This is an optimization exercise on Yosys and OpenROAD, whose aim is small area, not a production implementation.
In this exercise RTL edits were held to simulation tests only and were not proved equivalent to the original.
Power figures rest on the tool's default switching activity, not on a simulated workload.

**run.sh**
```bash
#!/bin/bash
# synth_recipe.tcl (not shown) runs the flow's synth.tcl, then flattens the netlist and writes it again
# the make line also repeats each setting of config.mk as NAME=value (left out here)
make -C /OpenROAD-flow-scripts/flow DESIGN_CONFIG=/design/flow/config.mk WORK_HOME=/design/flow/orfs CLKGATE_MAP_FILE= SYNTH_SCRIPT=/design/flow/synth_recipe.tcl finish
```
**config.mk**
```make
export PLATFORM = sky130hd
export DESIGN_NAME = Piano
export DESIGN_NICKNAME = Piano
export VERILOG_FILES = /design/flow/design.v
export SDC_FILE = /design/flow/constraint.sdc
export NUM_CORES = 4
export LEC_CHECK = 0
export CAP_MARGIN = 20
export CORE_MARGIN = 2
export CORE_UTILIZATION = 40
export CTS_BUF_LIST = sky130_fd_sc_hd__clkbuf_4 sky130_fd_sc_hd__clkbuf_8
export CTS_CLUSTER_DIAMETER = 50
export CTS_CLUSTER_SIZE = 16
export SLEW_MARGIN = 20
```
**constraint.sdc**
```tcl
create_clock -name core_clock -period 6.0 [get_ports {clk}]
set_input_delay 1.2000 -clock core_clock [delete_from_list [all_inputs] [get_ports {clk}]]
set_output_delay 1.2000 -clock core_clock [all_outputs]
set_load 0.01 [all_outputs]
```
**design.v**
```verilog
module Piano(
	input clk,
	input reset,
	input sw1,
	input sw2,
	input sw3,
	input sw4,
	input sw5,
	input sw6,
	input sw7,
	input btn1,
	input btn2,
	input btn3,
	input btn4,
	output sound
	);
	reg run;
	always @(posedge clk or posedge reset)
		if (reset) run <= 1'b0; else run <= 1'b1;
	reg [4:0] bin;
	always @(posedge clk)
		if (!run) bin <= 5'd1; else bin <= bin + 1'b1;
	wire tc2 = &bin[0:0];
	wire tc4 = &bin[1:0];
	wire tc8 = &bin[2:0];
	wire tc16 = &bin[3:0];
	wire tc32 = &bin[4:0];
	reg [1:0] y3;
	wire [1:0] x3 = y3 ^ 2'd2;
	wire tc3 = ~x3[1];   
	wire fb3 = x3[1] ^ x3[0];
	always @(posedge clk)
		if (!run) y3 <= 2'd0; else y3 <= {x3[0:0], fb3} ^ 2'd2;
	reg [2:0] y5;
	wire [2:0] x5 = y5 ^ 3'd2;
	wire tc5 = ~x5[0] & x5[1];   
	wire fb5 = ~(x5[2] ^ (x5[1] & ~tc5));
	always @(posedge clk)
		if (!run) y5 <= 3'd2; else y5 <= {x5[1:0], fb5} ^ 3'd2;
	reg [2:0] y7;
	wire [2:0] x7 = y7 ^ 3'd2;
	wire tc7 = x7[1] & x7[2];   
	wire fb7 = ~(x7[2] ^ x7[1]);
	always @(posedge clk)
		if (!run) y7 <= 3'd0; else y7 <= {x7[1:0], fb7} ^ 3'd2;
	reg [3:0] y13;
	wire [3:0] x13 = y13 ^ 4'd10;
	wire tc13 = x13[0] & ~x13[1] & x13[2];   
	wire fb13 = x13[3] ^ (x13[2] & ~tc13);
	always @(posedge clk)
		if (!run) y13 <= 4'd13; else y13 <= {x13[2:0], fb13} ^ 4'd10;
	reg [8:0] y331;
	wire [8:0] x331 = y331 ^ 9'd170;
	wire tc331 = x331[0] & x331[1] & x331[2] & ~x331[3] & ~x331[4] & ~x331[5] & x331[7];   
	wire fb331 = ~(x331[8] ^ (x331[3] | tc331));
	always @(posedge clk)
		if (!run) y331 <= 9'd437; else y331 <= {x331[7:0], fb331} ^ 9'd170;
	reg [8:0] y367;
	wire [8:0] x367 = y367 ^ 9'd170;
	wire tc367 = ~x367[0] & ~x367[1] & ~x367[3] & ~x367[4] & x367[5] & x367[6] & ~x367[7];   
	wire fb367 = ~(x367[8] ^ (x367[4] | tc367));
	always @(posedge clk)
		if (!run) y367 <= 9'd299; else y367 <= {x367[7:0], fb367} ^ 9'd170;
	reg [9:0] y947;
	wire [9:0] x947 = y947 ^ 10'd682;
	wire tc947 = x947[1] & x947[2] & x947[3] & x947[4] & x947[5] & x947[6] & x947[7] & x947[8] & x947[9];   
	wire fb947 = ~(x947[9] ^ (x947[6] & ~tc947));
	always @(posedge clk)
		if (!run) y947 <= 10'd339; else y947 <= {x947[8:0], fb947} ^ 10'd682;
	reg [10:0] y1993;
	wire [10:0] x1993 = y1993 ^ 11'd682;
	wire tc1993 = x1993[0] & ~x1993[1] & x1993[2] & x1993[3] & x1993[4] & ~x1993[5] & x1993[6] & x1993[7] & ~x1993[8] & ~x1993[9];   
	wire fb1993 = x1993[10] ^ (x1993[1] | tc1993);
	always @(posedge clk)
		if (!run) y1993 <= 11'd479; else y1993 <= {x1993[9:0], fb1993} ^ 11'd682;
	reg [11:0] y3163;
	wire [11:0] x3163 = y3163 ^ 12'd2730;
	wire tc3163 = ~x3163[0] & ~x3163[1] & ~x3163[2] & ~x3163[3] & x3163[4] & ~x3163[5] & ~x3163[6] & ~x3163[7] & x3163[8] & ~x3163[9] & ~x3163[10];   
	wire fb3163 = x3163[11] ^ (x3163[0] | tc3163);
	always @(posedge clk)
		if (!run) y3163 <= 12'd3818; else y3163 <= {x3163[10:0], fb3163} ^ 12'd2730;
	reg [12:0] y4223;
	wire [12:0] x4223 = y4223 ^ 13'd2730;
	wire tc4223 = x4223[0] & ~x4223[1] & ~x4223[2] & x4223[3] & ~x4223[4] & ~x4223[5] & ~x4223[7] & x4223[8] & x4223[9] & ~x4223[10];   
	wire fb4223 = x4223[12] ^ (x4223[4] | tc4223);
	always @(posedge clk)
		if (!run) y4223 <= 13'd1935; else y4223 <= {x4223[11:0], fb4223} ^ 13'd2730;
	reg [12:0] y4259;
	wire [12:0] x4259 = y4259 ^ 13'd2730;
	wire tc4259 = ~x4259[0] & x4259[1] & x4259[2] & ~x4259[3] & ~x4259[4] & ~x4259[5] & x4259[7] & ~x4259[8] & x4259[11] & x4259[12];   
	wire fb4259 = x4259[12] ^ (x4259[3] | tc4259);
	always @(posedge clk)
		if (!run) y4259 <= 13'd4530; else y4259 <= {x4259[11:0], fb4259} ^ 13'd2730;
	reg [12:0] y5669;
	wire [12:0] x5669 = y5669 ^ 13'd2730;
	wire tc5669 = x5669[0] & ~x5669[1] & x5669[2] & ~x5669[4] & x5669[5] & ~x5669[6] & x5669[7] & x5669[8] & x5669[9] & x5669[10] & x5669[12];   
	wire fb5669 = x5669[12] ^ (x5669[8] & ~tc5669);
	always @(posedge clk)
		if (!run) y5669 <= 13'd5180; else y5669 <= {x5669[11:0], fb5669} ^ 13'd2730;
	reg [12:0] y7967;
	wire [12:0] x7967 = y7967 ^ 13'd2730;
	wire tc7967 = x7967[0] & ~x7967[1] & ~x7967[2] & ~x7967[3] & ~x7967[4] & ~x7967[5] & ~x7967[6] & x7967[7] & ~x7967[8] & ~x7967[9] & ~x7967[10] & x7967[11];   
	wire fb7967 = ~(x7967[12] ^ (x7967[9] | tc7967));
	always @(posedge clk)
		if (!run) y7967 <= 13'd2222; else y7967 <= {x7967[11:0], fb7967} ^ 13'd2730;
	reg [12:0] y8117;
	wire [12:0] x8117 = y8117 ^ 13'd2730;
	wire tc8117 = x8117[0] & ~x8117[1] & x8117[2] & ~x8117[3] & x8117[4] & x8117[5] & x8117[6] & ~x8117[7] & x8117[8] & x8117[9] & ~x8117[10] & ~x8117[11];   
	wire fb8117 = ~(x8117[12] ^ ((~x8117[5] & ~x8117[9]) | tc8117));
	always @(posedge clk)
		if (!run) y8117 <= 13'd1919; else y8117 <= {x8117[11:0], fb8117} ^ 13'd2730;
	reg [13:0] y11939;
	wire [13:0] x11939 = y11939 ^ 14'd10922;
	wire tc11939 = ~x11939[0] & ~x11939[1] & x11939[2] & x11939[3] & x11939[4] & ~x11939[5] & ~x11939[6] & ~x11939[7] & x11939[8] & ~x11939[9] & ~x11939[10] & x11939[11];   
	wire fb11939 = ~(x11939[13] ^ ((x11939[6] & ~x11939[8]) | tc11939));
	always @(posedge clk)
		if (!run) y11939 <= 14'd3802; else y11939 <= {x11939[12:0], fb11939} ^ 14'd10922;
	reg [14:0] y20081;
	wire [14:0] x20081 = y20081 ^ 15'd10922;
	wire tc20081 = ~x20081[0] & ~x20081[2] & x20081[3] & x20081[4] & x20081[5] & x20081[6] & ~x20081[7] & ~x20081[8] & x20081[9] & ~x20081[10] & x20081[12] & ~x20081[13] & ~x20081[14];   
	wire fb20081 = x20081[14] ^ (x20081[6] & ~tc20081);
	always @(posedge clk)
		if (!run) y20081 <= 15'd17219; else y20081 <= {x20081[13:0], fb20081} ^ 15'd10922;
	reg [14:0] y21277;
	wire [14:0] x21277 = y21277 ^ 15'd10922;
	wire tc21277 = ~x21277[0] & ~x21277[1] & x21277[2] & x21277[3] & x21277[4] & ~x21277[5] & ~x21277[6] & x21277[8] & x21277[9] & x21277[10] & ~x21277[11] & ~x21277[12] & ~x21277[13];   
	wire fb21277 = x21277[14] ^ (x21277[7] & ~tc21277);
	always @(posedge clk)
		if (!run) y21277 <= 15'd13528; else y21277 <= {x21277[13:0], fb21277} ^ 15'd10922;
	reg [14:0] y22543;
	wire [14:0] x22543 = y22543 ^ 15'd10922;
	wire tc22543 = x22543[0] & x22543[1] & ~x22543[2] & x22543[3] & x22543[4] & ~x22543[5] & ~x22543[6] & ~x22543[7] & ~x22543[8] & ~x22543[10] & ~x22543[11] & x22543[13] & x22543[14];   
	wire fb22543 = ~(x22543[14] ^ (x22543[0] & ~tc22543));
	always @(posedge clk)
		if (!run) y22543 <= 15'd8902; else y22543 <= {x22543[13:0], fb22543} ^ 15'd10922;
	reg [14:0] y26825;
	wire [14:0] x26825 = y26825 ^ 15'd10922;
	wire tc26825 = ~x26825[0] & ~x26825[1] & ~x26825[2] & ~x26825[3] & ~x26825[4] & ~x26825[5] & x26825[6] & x26825[7] & x26825[8] & ~x26825[9] & ~x26825[10] & ~x26825[11] & x26825[13];   
	wire fb26825 = ~(x26825[14] ^ (x26825[3] | tc26825));
	always @(posedge clk)
		if (!run) y26825 <= 15'd11688; else y26825 <= {x26825[13:0], fb26825} ^ 15'd10922;
	reg [15:0] y37879;
	wire [15:0] x37879 = y37879 ^ 16'd43690;
	wire tc37879 = ~x37879[0] & ~x37879[1] & ~x37879[2] & x37879[3] & x37879[4] & ~x37879[6] & ~x37879[7] & ~x37879[8] & ~x37879[9] & ~x37879[10] & ~x37879[11] & x37879[13] & x37879[14] & ~x37879[15];   
	wire fb37879 = x37879[15] ^ (x37879[6] | tc37879);
	always @(posedge clk)
		if (!run) y37879 <= 16'd10824; else y37879 <= {x37879[14:0], fb37879} ^ 16'd43690;
	reg [15:0] y37937;
	wire [15:0] x37937 = y37937 ^ 16'd43690;
	wire tc37937 = ~x37937[0] & ~x37937[1] & x37937[2] & ~x37937[3] & ~x37937[4] & ~x37937[5] & ~x37937[6] & x37937[7] & x37937[8] & x37937[9] & ~x37937[10] & x37937[11] & x37937[13] & x37937[14];   
	wire fb37937 = ~(x37937[15] ^ (x37937[2] & ~tc37937));
	always @(posedge clk)
		if (!run) y37937 <= 16'd17592; else y37937 <= {x37937[14:0], fb37937} ^ 16'd43690;
	reg [15:0] y40193;
	wire [15:0] x40193 = y40193 ^ 16'd43690;
	wire tc40193 = x40193[0] & ~x40193[1] & ~x40193[2] & ~x40193[3] & ~x40193[4] & ~x40193[5] & x40193[6] & x40193[7] & ~x40193[8] & x40193[9] & ~x40193[10] & x40193[11] & ~x40193[12] & x40193[13];   
	wire fb40193 = ~(x40193[15] ^ (x40193[8] | tc40193));
	always @(posedge clk)
		if (!run) y40193 <= 16'd429; else y40193 <= {x40193[14:0], fb40193} ^ 16'd43690;
	reg [15:0] y45127;
	wire [15:0] x45127 = y45127 ^ 16'd43690;
	wire tc45127 = x45127[0] & ~x45127[1] & ~x45127[2] & x45127[3] & x45127[4] & ~x45127[5] & x45127[6] & ~x45127[7] & ~x45127[9] & ~x45127[10] & x45127[11] & x45127[12] & ~x45127[13] & ~x45127[14] & x45127[15];   
	wire fb45127 = x45127[15] ^ (x45127[12] & ~tc45127);
	always @(posedge clk)
		if (!run) y45127 <= 16'd53197; else y45127 <= {x45127[14:0], fb45127} ^ 16'd43690;
	reg [15:0] y53649;
	wire [15:0] x53649 = y53649 ^ 16'd43690;
	wire tc53649 = ~x53649[0] & x53649[1] & x53649[2] & ~x53649[3] & x53649[5] & ~x53649[6] & x53649[7] & ~x53649[8] & x53649[9] & x53649[10] & ~x53649[12] & ~x53649[13] & x53649[14] & ~x53649[15];   
	wire fb53649 = ~(x53649[15] ^ (x53649[6] | tc53649));
	always @(posedge clk)
		if (!run) y53649 <= 16'd45171; else y53649 <= {x53649[14:0], fb53649} ^ 16'd43690;
	reg [15:0] y60241;
	wire [15:0] x60241 = y60241 ^ 16'd43690;
	wire tc60241 = x60241[0] & x60241[1] & ~x60241[2] & ~x60241[3] & x60241[4] & ~x60241[5] & ~x60241[6] & ~x60241[7] & x60241[8] & x60241[9] & ~x60241[10] & x60241[11] & ~x60241[12] & x60241[13] & ~x60241[14];   
	wire fb60241 = x60241[15] ^ (x60241[8] & ~tc60241);
	always @(posedge clk)
		if (!run) y60241 <= 16'd1766; else y60241 <= {x60241[14:0], fb60241} ^ 16'd43690;
	reg [16:0] y90253;
	wire [16:0] x90253 = y90253 ^ 17'd43690;
	wire tc90253 = x90253[0] & ~x90253[1] & x90253[2] & ~x90253[3] & x90253[4] & ~x90253[5] & ~x90253[6] & x90253[7] & x90253[8] & ~x90253[9] & x90253[10] & x90253[12] & x90253[13] & x90253[14] & x90253[15];   
	wire fb90253 = ~(x90253[16] ^ (x90253[2] & ~tc90253));
	always @(posedge clk)
		if (!run) y90253 <= 17'd89342; else y90253 <= {x90253[15:0], fb90253} ^ 17'd43690;
	reg wC4;  
	always @(posedge clk or posedge reset)
		if (reset) wC4 <= 1'b0; else if (run & tc4 & tc5 & tc13 & tc367) wC4 <= ~wC4;
	reg wCS4;  
	always @(posedge clk or posedge reset)
		if (reset) wCS4 <= 1'b0; else if (run & tc90253) wCS4 <= ~wCS4;
	reg wD4;  
	always @(posedge clk or posedge reset)
		if (reset) wD4 <= 1'b0; else if (run & tc3 & tc5 & tc5669) wD4 <= ~wD4;
	reg wDS4;  
	always @(posedge clk or posedge reset)
		if (reset) wDS4 <= 1'b0; else if (run & tc2 & tc40193) wDS4 <= ~wDS4;
	reg wE4;  
	always @(posedge clk or posedge reset)
		if (reset) wE4 <= 1'b0; else if (run & tc2 & tc37879) wE4 <= ~wE4;
	reg wF4;  
	always @(posedge clk or posedge reset)
		if (reset) wF4 <= 1'b0; else if (run & tc2 & tc3 & tc11939) wF4 <= ~wF4;
	reg wFS4;  
	always @(posedge clk or posedge reset)
		if (reset) wFS4 <= 1'b0; else if (run & tc16 & tc4223) wFS4 <= ~wFS4;
	reg wG4;  
	always @(posedge clk or posedge reset)
		if (reset) wG4 <= 1'b0; else if (run & tc32 & tc1993) wG4 <= ~wG4;
	reg wGS4;  
	always @(posedge clk or posedge reset)
		if (reset) wGS4 <= 1'b0; else if (run & tc60241) wGS4 <= ~wGS4;
	reg wA4;  
	always @(posedge clk or posedge reset)
		if (reset) wA4 <= 1'b0; else if (run & tc7 & tc8117) wA4 <= ~wA4;
	reg wAS4;  
	always @(posedge clk or posedge reset)
		if (reset) wAS4 <= 1'b0; else if (run & tc53649) wAS4 <= ~wAS4;
	reg wB4;  
	always @(posedge clk or posedge reset)
		if (reset) wB4 <= 1'b0; else if (run & tc16 & tc3163) wB4 <= ~wB4;
	reg wC5;  
	always @(posedge clk or posedge reset)
		if (reset) wC5 <= 1'b0; else if (run & tc2 & tc3 & tc7967) wC5 <= ~wC5;
	reg wCS5;  
	always @(posedge clk or posedge reset)
		if (reset) wCS5 <= 1'b0; else if (run & tc45127) wCS5 <= ~wCS5;
	reg wD5;  
	always @(posedge clk or posedge reset)
		if (reset) wD5 <= 1'b0; else if (run & tc2 & tc5 & tc4259) wD5 <= ~wD5;
	reg wDS5;  
	always @(posedge clk or posedge reset)
		if (reset) wDS5 <= 1'b0; else if (run & tc40193) wDS5 <= ~wDS5;
	reg wE5;  
	always @(posedge clk or posedge reset)
		if (reset) wE5 <= 1'b0; else if (run & tc37937) wE5 <= ~wE5;
	reg wF5;  
	always @(posedge clk or posedge reset)
		if (reset) wF5 <= 1'b0; else if (run & tc3 & tc11939) wF5 <= ~wF5;
	reg wFS5;  
	always @(posedge clk or posedge reset)
		if (reset) wFS5 <= 1'b0; else if (run & tc8 & tc4223) wFS5 <= ~wFS5;
	reg wG5;  
	always @(posedge clk or posedge reset)
		if (reset) wG5 <= 1'b0; else if (run & tc16 & tc1993) wG5 <= ~wG5;
	reg wGS5;  
	always @(posedge clk or posedge reset)
		if (reset) wGS5 <= 1'b0; else if (run & tc7 & tc13 & tc331) wGS5 <= ~wGS5;
	reg wA5;  
	always @(posedge clk or posedge reset)
		if (reset) wA5 <= 1'b0; else if (run & tc2 & tc3 & tc5 & tc947) wA5 <= ~wA5;
	reg wAS5;  
	always @(posedge clk or posedge reset)
		if (reset) wAS5 <= 1'b0; else if (run & tc26825) wAS5 <= ~wAS5;
	reg wB5;  
	always @(posedge clk or posedge reset)
		if (reset) wB5 <= 1'b0; else if (run & tc8 & tc3163) wB5 <= ~wB5;
	reg wC6;  
	always @(posedge clk or posedge reset)
		if (reset) wC6 <= 1'b0; else if (run & tc2 & tc11939) wC6 <= ~wC6;
	reg wCS6;  
	always @(posedge clk or posedge reset)
		if (reset) wCS6 <= 1'b0; else if (run & tc22543) wCS6 <= ~wCS6;
	reg wD6;  
	always @(posedge clk or posedge reset)
		if (reset) wD6 <= 1'b0; else if (run & tc21277) wD6 <= ~wD6;
	reg wDS6;  
	always @(posedge clk or posedge reset)
		if (reset) wDS6 <= 1'b0; else if (run & tc20081) wDS6 <= ~wDS6;
	wire [6:0] sw = {sw7, sw6, sw5, sw4, sw3, sw2, sw1};
	wire [3:0] btn = {btn4, btn3, btn2, btn1};
	wire sw_one = (sw != 7'd0) && ((sw & (sw - 7'd1)) == 7'd0);
	wire btn_one = (btn != 4'd0) && ((btn & (btn - 4'd1)) == 4'd0);
	assign sound = sw_one & btn_one & (
		(sw1 & ((btn1 & wC4) | (btn2 & wCS4) | (btn3 & wD4) | (btn4 & wDS4))) |
		(sw2 & ((btn1 & wE4) | (btn2 & wF4) | (btn3 & wFS4) | (btn4 & wG4))) |
		(sw3 & ((btn1 & wGS4) | (btn2 & wA4) | (btn3 & wAS4) | (btn4 & wB4))) |
		(sw4 & ((btn1 & wC5) | (btn2 & wCS5) | (btn3 & wD5) | (btn4 & wDS5))) |
		(sw5 & ((btn1 & wE5) | (btn2 & wF5) | (btn3 & wFS5) | (btn4 & wG5))) |
		(sw6 & ((btn1 & wGS5) | (btn2 & wA5) | (btn3 & wAS5) | (btn4 & wB5))) |
		(sw7 & ((btn1 & wC6) | (btn2 & wCS6) | (btn3 & wD6) | (btn4 & wDS6))));
endmodule
```
==> summary.txt, run 1 <==
Via density 4.66; Yosys Warn Count 1; RSZ-0062 raised after global routing false; final number of setup-violating endpoints 0; Max transition margin 53.0%; number of global-route vias before repair 5,983; die height 165 um; Netlist cell types 48; H-tree lvl count 1; Skew-Pair Late Insertion Delay 0.59 ns; slew at the pin closest to its max-slew limit 0.705 ns; GR Util met2 19.6%; synthesized cell area 10,300 um2; CP Capture Type primary output; async set or reset register ratio after synthesis 8.31%; drt drc 0; Sink Count 349; M1 GR Usage 18.3%; critical path launch point type primary input; Max Freq 229 MHz; Synth top area share 62.0%; max cap viols 0; min Tclk post-route 4.37 ns; VDD IR max 0.185 mV; PortBufs 13; gr usage total 12.7%; number of diodes 0; DP Wirelength 10,500 um; GR peak layer met2; Detail Route Antenna Nets 0; final core utilization 44.9%; root buf cell clkbuf_8; Num CTS Buffers 30; outcome complete, no violations; Data arrival, critical path 3.17 ns; routability congestion estimate 0.757; met3 usage 2.41%; Hold WS 0.362 ns; fillers 2,420; GRT Residual Overflow 0; Post-Route Setup TNS 0 ns; largest family of logic cells by synthesized area simple AND/OR/NAND/NOR gates; core area 25,300 um2; Post-synth EDFFs 0; Final Cycle Share 72.9%; Final Worst Setup Slack 1.63 ns; worst min path class flip-flop to flip-flop; mux contribution to synthesized area 0.109%; predominant post-synthesis flop cell dfxtp_1; first-pass GRT wire length 28,800 um; Synth Area in XOR/XNOR 3.56%; initial antenna violation count 0; WL final 16,600 um; die area 27,100 um2; Register-to-Register Setup Slack 3.66 ns; row count 58; Routed WL per cell 12.5 um; Clock transition at path regs 0.09 ns; DR iter-0 viols 384; Req. time, crit path 4.80 ns; Post-Synthesis Cells 975; Area Growth Syn to Fin 9.78%; post-cts sizing count 0; Leak 4.72 nW; Clock Tree Buf Depth 3; Hold-fix buffers, CTS 0; path depth of the worst reg2reg path 4; compound-gate portion of the synthesized area 2.94%; Pins Over Slew Limit 0; Seq/Total Area, Yosys 69.0%; syn nets 992; WHS Path Cells 1; Final #Nets 1,001; Crit Path Category primary input to primary output; final hold vios 0; simple-gate share of the synthesized area 22.0%; DR pass1 iterations 4; RR Endpoint wA5; top post-synthesis cells by area dfxtp_1, dfrtp_1, nand2_1, nor2_1, xnor2_1; Mean Syn Cell Area 10.6 um2; Clock Skews 0.0258 ns; DR vias 6,194; pre-CTS setup slack 1.61 ns; share of layout cells above drive strength 1 6.40%; power density of the placed cells 351 nW/um2; worst-path maximum fanout 9; Initial Util 40.9%; Worst Hold Path EP y90253[12]; pin count of the biggest net entering global routing 75; Die W 165 um; post-CTS setup repair buffer count 0; worst reg2reg startpoint run; Synth area leader dfxtp_1; #FFs+latches synth 349; Post-Synth Adder-Cell Area 0.484%; CTS tree built; I/O pin total 14; HP Start y90253[11]
==> routing by layer <==
metal	routed length [um]	vias to the layer above
met1	8790	2897
met3	588	32
li1	-	3203
met4	363	0
met5	0	-
met2	6830	62
==> logic make-up (layout without fill, tap and decap cells) <==
| family | Yosys count | count (layout) |
|---|---|---|
| and+or+nand+nor | 483 | 483 |
| DFF | 349 | 349 |
| buffers and inverters | 50 | 75 |
| AOI/OAI and AO/OA | 45 | 45 |
| xor gates and xnor gates | 42 | 42 |
| adders and majority gates | 4 | 4 |
| other | 1 | 1 |
| muxes | 1 | 1 |
==> synth_stat cells (2+ instances only) <==
| cell type | n |
|---|---|
| o21a_1 | 2 |
| nor3_1 | 4 |
| inv_1 | 9 |
| nor4_1 | 11 |
| and2_1 | 3 |
| or3_1 | 3 |
| clkbuf_1 | 37 |
| dfxtp_1 | 320 |
| or4b_1 | 3 |
| and3_1 | 2 |
| or4_1 | 5 |
| nand3_1 | 15 |
| nand4b_1 | 16 |
| and4b_1 | 5 |
| nor4bb_1 | 2 |
| a22oi_1 | 16 |
| and4_1 | 2 |
| a31o_2 | 2 |
| xor2_1 | 19 |
| dfrtp_1 | 29 |
| nand2_1 | 186 |
| nand4_1 | 12 |
| nand3b_1 | 4 |
| nand2b_1 | 5 |
| nor3b_1 | 5 |
| nor2_1 | 177 |
| a21oi_1 | 4 |
| o21ai_0 | 12 |
| ha_1 | 4 |
| o31ai_1 | 4 |
| nor4b_1 | 9 |
| nand4bb_1 | 5 |
| buf_2 | 3 |
| nor2b_1 | 3 |
| xnor2_1 | 23 |
| a21o_1 | 2 |
==> how the worst max path moves through the flow <==
stage / start / endpoint
2_1_floorplan: btn3 / sound
3_3_place_gp: btn3 / sound
3_5_place_dp: btn3 / sound
4_1_cts: btn3 / sound
5_1_grt: btn3 / sound
6_report: btn3 / sound
==> worst max-delay path, stage by stage <==
cell and delay, ns:
clkdlybuf4s50_1 0.58, a22oi_1 0.27, nand2_1 0.07, a222oi_1 0.32, nand3_1 0.11, and4_1 0.15, clkdlybuf4s50_1 0.47
==> placed cells by master (no fill, tap or decap), drive strengths merged, types with 9 or more instances in the layout <==
cell type      instances
nor4b                  9
inv                   12
nand2                186
o21ai                 12
a22oi                 16
dfrtp                 29
nand4                 12
clkdlybuf4s50         13
nand3                 15
nor2                 177
xnor2                 23
xor2                  19
clkbuf                32
dfxtp                320
nor4                  13
nand4b                16
==> state kept, by name, indices dropped and copies added (netlist names), 5 cells and up <==
register	cells
bin	5
y11939	14
y1993	11
y20081	15
y21277	15
y22543	15
y26825	15
y3163	12
y331	9
y367	9
y37879	16
y37937	16
y40193	16
y4223	13
y4259	13
y45127	16
y53649	16
y5669	13
y60241	16
y7967	13
y8117	13
y90253	17
y947	10
==> where the power goes <==
group	internal, mW	leakage, nW	switching [mW]
Clock	0.544	0.282	0.771
Combinational	0.0648	1.39	0.0835
Sequential	2.45	3.05	0.0701
Total	3.05	4.72	0.925
==> per-stage QoR <==
step	total power, mW	cell area [um2]	cells
2_1_floorplan	2.67	10300	975
3_3_place_gp	2.72	10800	1282
3_5_place_dp	2.72	10800	1282
4_1_cts	4.04	11300	1330
5_1_grt	4.17	11300	1330
6_report	3.98	11300	1330
==> layout make-up <==
cell class                      count  area (um2)  share of cell area [%]
Sequential cell                   349        7140                    62.9
Multi-Input combinational cell    576        3010                    26.5
Clock buffer                       32         428                    3.77
Tap cell                          330         413                    3.64
Timing Repair Buffer               18         168                    1.48
Clock inverter                     16         154                    1.36
Inverter                            9        36.3                   0.320
==> run 2: changes to the inputs <==
--- a/config.mk
+++ b/config.mk
@@ -9,6 +9,6 @@
 export CORE_MARGIN = 2
 export CORE_UTILIZATION = 40
 export CTS_BUF_LIST = sky130_fd_sc_hd__clkbuf_4 sky130_fd_sc_hd__clkbuf_8
-export CTS_CLUSTER_DIAMETER = 50
-export CTS_CLUSTER_SIZE = 16
+export CTS_CLUSTER_DIAMETER = 60
+export CTS_CLUSTER_SIZE = 22
 export SLEW_MARGIN = 20
==> run 2 against run 1 <==
Against the previous run:
- cell count down 0.90%
- non-clock buffer count is the same
- clock skew increased by 0.0018 ns
- count of clock-buffer cells in the layout fell by 5
- highest routed layer unchanged
- register-to-register slack barely moved
==> summary.txt, run 2 <==
outcome complete, no violations; Die W 165 um; CP Buf/Inv Count 2; Yosys Warn Count 1; Sink Count 349; core area 25,300 um2; die area 27,100 um2; multi-input logic area 3010 um2; Clock Skews 0.0276 ns; Pint 2.96 mW; cell repeated most along the worst path clkdlybuf4s50_1; Finished Layout Cells 1,318; GRT Residual Overflow 0; Leak 4.68 nW; die height 165 um; number of diodes 0; final number of setup-violating endpoints 0; largest register by flop count y90253; Final #Nets 993; PortBufs 13; Crit Path Category primary input to primary output; H-tree lvl count 1; Mean Syn Cell Area 10.6 um2; number of global-route vias before repair 5,933; synthesized cell area 10,300 um2; fillers 2,416; pin count of the biggest net entering global routing 75; Routed WL per cell 12.5 um; post-cts sizing count 0; DP Wirelength 10,500 um; Post-Route Setup TNS 0 ns; CP max stage delay 0.58 ns; Num CTS Buffers 22; Initial Util 40.9%; CP cell instances clkdlybuf4s50_1 > a22oi_1 > nand2_1 > a222oi_1 > nand3_1 > and4_1 > clkdlybuf4s50_1; commonest non-fill, non-tap cell in the layout dfxtp_1; Via density 4.66; RSZ-0062 raised after global routing false; share of layout cells above drive strength 1 5.26%; CTS tree built; Sw Ratio 22.9%; Data arrival, critical path 3.17 ns; Seq/Total Area, Yosys 69.0%; DR pass1 iterations 5; Area Growth Syn to Fin 8.57%; root buf cell clkbuf_8; worst min path class flip-flop to flip-flop; DR iter-0 viols 384; syn nets 992; cell with the most instances after synthesis dfxtp_1; gr usage total 12.6%; initial antenna violation count 0; slew at the pin closest to its max-slew limit 0.718 ns; Req. time, crit path 4.80 ns; routability congestion estimate 0.757; VDD IR max 0.199 mV; power density of the placed cells 342 nW/um2; #FFs+latches synth 349; post-CTS setup repair buffer count 0; top post-synthesis cells by area dfxtp_1, dfrtp_1, nand2_1, nor2_1, xnor2_1; clock network fraction of total power 30.6%; drt drc 0; worst-path maximum fanout 9; Hold-fix buffers, CTS 0; first-pass GRT wire length 28,400 um; Post-synth EDFFs 0; Synth area leader dfxtp_1; placed cell count 1,282; I/O pin total 14; DR vias 6,139; Flop pwr share 65.6%; register cell area after layout 7140 um2; Post-Synthesis Cells 975; share of power burned in combinational logic 3.9%; Pins Over Slew Limit 0; CP Capture Type primary output; max FFs per register 17; async set or reset register ratio after synthesis 8.31%; Skew-Pair Late Insertion Delay 0.56 ns; cell family with most CP delay buffers and inverters; WL final 16,500 um; Max transition margin 52.1%; most frequent cells in the layout dfxtp_1, nand2_1, nor2_1, dfrtp_1; critical path launch point type primary input; row count 58; Synth top area share 62.0%; CP max stage cell clkdlybuf4s50_1; final hold vios 0; Final Cycle Share 72.9%; Psw 0.877 mW; Detail Route Antenna Nets 0; Max Freq 229 MHz; Netlist cell types 48; Tot Pwr 3.84 mW; Clock transition at path regs 0.12 ns; min Tclk post-route 4.37 ns; predominant post-synthesis flop cell dfxtp_1; Clock Tree Buf Depth 3; max cap viols 0; final core utilization 44.4%; top cells by count, synth dfxtp_1, nand2_1, nor2_1
-- run 2: cell types whose count changed in the layout (fill, tap and decap cells not counted) --
| cell | change |
|---|---|
| clkinv_4 | -2 |
| inv_12 | +1 |
| clkinvlp_4 | -6 |
| inv_6 | +1 |
| clkbuf_8 | -7 |
| clkbuf_4 | +2 |
| inv_4 | -1 |
-- run 2: per-stage QoR --
stage / worst slack (ns) / hold WS [ns] / instance area [um2]
4_1_cts: 1.61 / 0.364 / 11200
3_5_place_dp: 1.61 / 0.352 / 10800
2_1_floorplan: 2.59 / 0.343 / 10300
5_1_grt: 1.49 / 0.370 / 11200
3_3_place_gp: 1.63 / 0.345 / 10800
6_report: 1.63 / 0.357 / 11200
-- run 2: cell type report --
cell class                      instances  share of cell area (%)
Multi-Input combinational cell        576                    26.8
Tap cell                              330                    3.68
Timing Repair Buffer                   18                    1.49
Clock inverter                          9                   0.981
Clock buffer                           27                    3.09
Sequential cell                       349                    63.6
Inverter                                9                   0.323
-- run 2: final timing paths --
path                           start        end  slack, ns  depth (start not counted)
max                             btn3      sound       1.63                          7
min                        y53649[4]  y53649[5]       0.36                          1
max reg2reg                      run        wA5       3.65                          4
min reg2reg                y53649[4]  y53649[5]       0.36                          1
max in group asynchronous      reset        run       4.70                          3
min in group asynchronous      reset        wF5       1.01                          3
-- run 2: metal layers --
metal / global-route usage [%] / up-vias / share of wire (%) / wire (um)
met2: 19.4 / 48 / 41 / 6780
li1: - / 3175 / - / -
met1: 18.3 / 2900 / 54 / 8910
met4: 2.96 / 0 / 1.3 / 216
met3: 2.44 / 16 / 3.3 / 544
met5: 0 / - / 0 / 0
-- run 2: cell families (layout without fill, tap and decap cells) --
kind of cell	after synthesis	in the layout	share of synthesized area [%]
flip-flops	349	349	69.0
other	1	1	0.0363
AND/OR/NAND/NOR	483	483	22.0
multiplexers	1	1	0.109
adder cells (fa/ha/maj)	4	4	0.484
XOR/XNOR	42	42	3.56
buffers and inverters	50	63	1.85
AO/OA/AOI/OAI	45	45	2.94
-- run 2: worst reg2reg max path, stage by stage, from the launching register on --
cell and delay, ns:
dfrtp_4 0.75, buf_4 0.68, nand3_1 0.28, nor4_1 0.39, xor2_1 0.17
-- run 2: power by group through the flow --
stage	registers (mW)	logic, mW	clock network (mW)
3_3_place_gp	2.57	0.146	0
3_5_place_dp	2.57	0.152	0
4_1_cts	2.52	0.152	1.22
5_1_grt	2.54	0.174	1.31
2_1_floorplan	2.55	0.121	0
6_report	2.52	0.148	1.17
==> run 3: changes to the inputs <==
--- a/config.mk
+++ b/config.mk
@@ -8,7 +8,4 @@
 export CAP_MARGIN = 20
 export CORE_MARGIN = 2
 export CORE_UTILIZATION = 40
-export CTS_BUF_LIST = sky130_fd_sc_hd__clkbuf_4 sky130_fd_sc_hd__clkbuf_8
-export CTS_CLUSTER_DIAMETER = 60
-export CTS_CLUSTER_SIZE = 22
 export SLEW_MARGIN = 20
==> run 3 against run 2 <==
Against the previous run:
- global-route usage increased by 0.58 points
- first-iteration DRC count fell by 0.52%
- register-to-register slack gained 0.04 ns
- area after synthesis unchanged
- non-clock buffer count stayed put
- cell area up 5.7%
- power rose by 23%
- worst setup slack better by 0.0019 ns
- critical endpoint unchanged
- largest cell class unchanged
==> summary.txt, run 3 <==
Clock Tree Buf Depth 3; Post-Route Setup TNS 0 ns; die area 27,100 um2; Clock transition at path regs 0.06 ns; final hold vios 0; worst-path maximum fanout 9; Final Cycle Share 72.8%; core area 25,300 um2; Max Freq 229 MHz; Req. time, crit path 4.80 ns; Data arrival, critical path 3.17 ns; path depth of the worst reg2reg path 4; Num CTS Buffers 35; post-route design area 11,900 um2; #FFs+latches synth 349; Via density 4.65; Leak 4.98 nW; H-tree lvl count 2; Post-Synthesis Cells 975; VDD IR max 0.228 mV; GRT Residual Overflow 0; largest register by flop count y90253; final number of setup-violating endpoints 0; CP Capture Type primary output; Synth top area share 62.0%; fillers 2,363; Psw 0.996 mW; RR Endpoint wA5; Crit Path Category primary input to primary output; first-pass GRT wire length 29,500 um; post-CTS setup repair buffer count 0; DR vias 6,250; RSZ-0062 raised after global routing false; predominant post-synthesis flop cell dfxtp_1; die height 165 um; Die W 165 um; syn nets 992; pin count of the biggest net entering global routing 75; clock network fraction of total power 43.4%; top cells by count, synth dfxtp_1, nand2_1, nor2_1; Max transition margin 52.5%; most frequent cells in the layout dfxtp_1, nand2_1, nor2_1, clkbuf_16, dfrtp_1; post-cts sizing count 0; worst min path class flip-flop to flip-flop; Mean Syn Cell Area 10.6 um2; Flop pwr share 53.4%; Register-to-Register Setup Slack 3.69 ns; DR pass1 iterations 4; root buf cell clkbuf_16; max cap viols 0; share of layout cells above drive strength 1 6.51%; Post-synth EDFFs 0; HP Start y45127[8]; Clock Skews 0.0179 ns; I/O pin total 14; DR iter-0 viols 382; gr usage total 13.2%; PortBufs 13; commonest non-fill, non-tap cell in the layout dfxtp_1; critical path launch point type primary input; DP Wirelength 10,500 um; cell with the most instances after synthesis dfxtp_1; Final #Nets 1,006; Sw Ratio 21.1%; drt drc 0; routability congestion estimate 0.757; Initial Util 40.9%; Hold WS 0.361 ns; Netlist cell types 48; final core utilization 46.9%; Worst Hold Path EP y45127[9]; Routed WL per cell 12.7 um; number of global-route vias before repair 6,118; number of diodes 0; max FFs per register 17; Sink Count 349; synthesized cell area 10,300 um2; Pins Over Slew Limit 0; initial antenna violation count 0; min Tclk post-route 4.37 ns; register cell area after layout 7140 um2; Pint 3.72 mW; Skew-Pair Late Insertion Delay 0.50 ns; share of power burned in combinational logic 3.2%; Seq/Total Area, Yosys 69.0%; Yosys Warn Count 1; power density of the placed cells 398 nW/um2; worst reg2reg startpoint run; WHS Path Cells 1; WL final 17,000 um; multi-input logic area 3010 um2; Hold-fix buffers, CTS 0; Post-DP Area 10,800 um2; async set or reset register ratio after synthesis 8.31%; Detail Route Antenna Nets 0; slew at the pin closest to its max-slew limit 0.713 ns; CTS tree built; Synth area leader dfxtp_1; top post-synthesis cells by area dfxtp_1, dfrtp_1, nand2_1, nor2_1, xnor2_1; row count 58; outcome complete, no violations; Area Growth Syn to Fin 14.7%
run 3: changes by cell type in the layout (fill, tap and decap cells not counted), sizes merged:
cell and delta:
bufinv -1, clkbuf +28, clkinv +2, clkinvlp +1, inv -4
run 3: how the worst max path moves through the flow:
stage | startpoint | end | slack (ns)
global placement | btn3 | sound | 1.63
global route | btn3 | sound | 1.49
finish | btn3 | sound | 1.63
CTS | btn3 | sound | 1.61
floorplan | btn3 | sound | 2.59
detailed placement | btn3 | sound | 1.61
run 3: per-stage QoR:
stage	instances	worst slack (ns)	power [mW]
global placement	1282	1.63	2.72
finish	1344	1.63	4.72
global route	1344	1.49	4.91
CTS	1344	1.61	4.78
detailed placement	1282	1.61	2.72
floorplan	975	2.59	2.67
run 3: power groups by stage:
stage | Combinational [mW] | Clock, mW | Sequential (mW)
after CTS | 0.153 | 2.10 | 2.52
after detailed placement | 0.152 | 0 | 2.57
after global placement | 0.146 | 0 | 2.57
final | 0.149 | 2.05 | 2.52
after global routing | 0.175 | 2.20 | 2.54
after floorplan | 0.121 | 0 | 2.55
run 3: critical path, stage by stage:
cell	delay (ns)
clkdlybuf4s50_1	0.58
a22oi_1	0.27
nand2_1	0.07
a222oi_1	0.32
nand3_1	0.11
and4_1	0.15
clkdlybuf4s50_1	0.47
run 3: per-layer routing:
metal  global-route usage (%)  wire length (um)
met3                     2.86               523
met4                     4.58               337
met2                     20.0              7040
met1                     18.6              9100
met5                        0                 0
run 3: cell type report:
| cell class | count | area share [%] |
|---|---|---|
| Clock buffer | 55 | 8.89 |
| Inverter | 9 | 0.306 |
| Multi-Input combinational cell | 576 | 25.4 |
| Timing Repair Buffer | 18 | 1.41 |
| Tap cell | 330 | 3.48 |
| Clock inverter | 7 | 0.348 |
| Sequential cell | 349 | 60.2 |
run 3: logic make-up after synthesis:
| family | count (synthesis) | synth area share (%) |
|---|---|---|
| simple gates | 483 | 22.0 |
| fa+ha+maj | 4 | 0.484 |
| flops | 349 | 69.0 |
| mux | 1 | 0.109 |
| other cells | 1 | 0.0363 |
| compound gates | 45 | 2.94 |
| buf+inv | 50 | 1.85 |
| xor+xnor | 42 | 3.56 |

==> re-timing with driven ports <==
Ports are ideal in the flow. The routed layouts listed here were re-timed in OpenROAD.
Step 1, drivers: a clkbuf_16 drives clk and a buf_2 each remaining input, both assumed.
Step 2 moves the port delays by t, midway between the first and last clock arrival at a register: inputs arrive t later, outputs are due t later. That takes back most of the time a late clock gives input paths.
Three values: no drivers, after step 1, after step 2; two values: the first two.
run | t (ns) | slack for setup (ns) | worst register clock-pin slew, ns
run 1 | 0.620 | 1.628 / 1.604 / 1.604 | 0.10 / 0.10
run 2 | 0.585 | 1.628 / 1.601 / 1.601 | 0.13 / 0.13
run 3 | 0.538 | 1.630 / 1.605 / 1.605 | 0.06 / 0.06
After both steps every run listed still meets setup and hold. For run 2, which loses most, drivers alone change the setup slack by -0.027 ns; drivers and shift together by -0.027 ns.
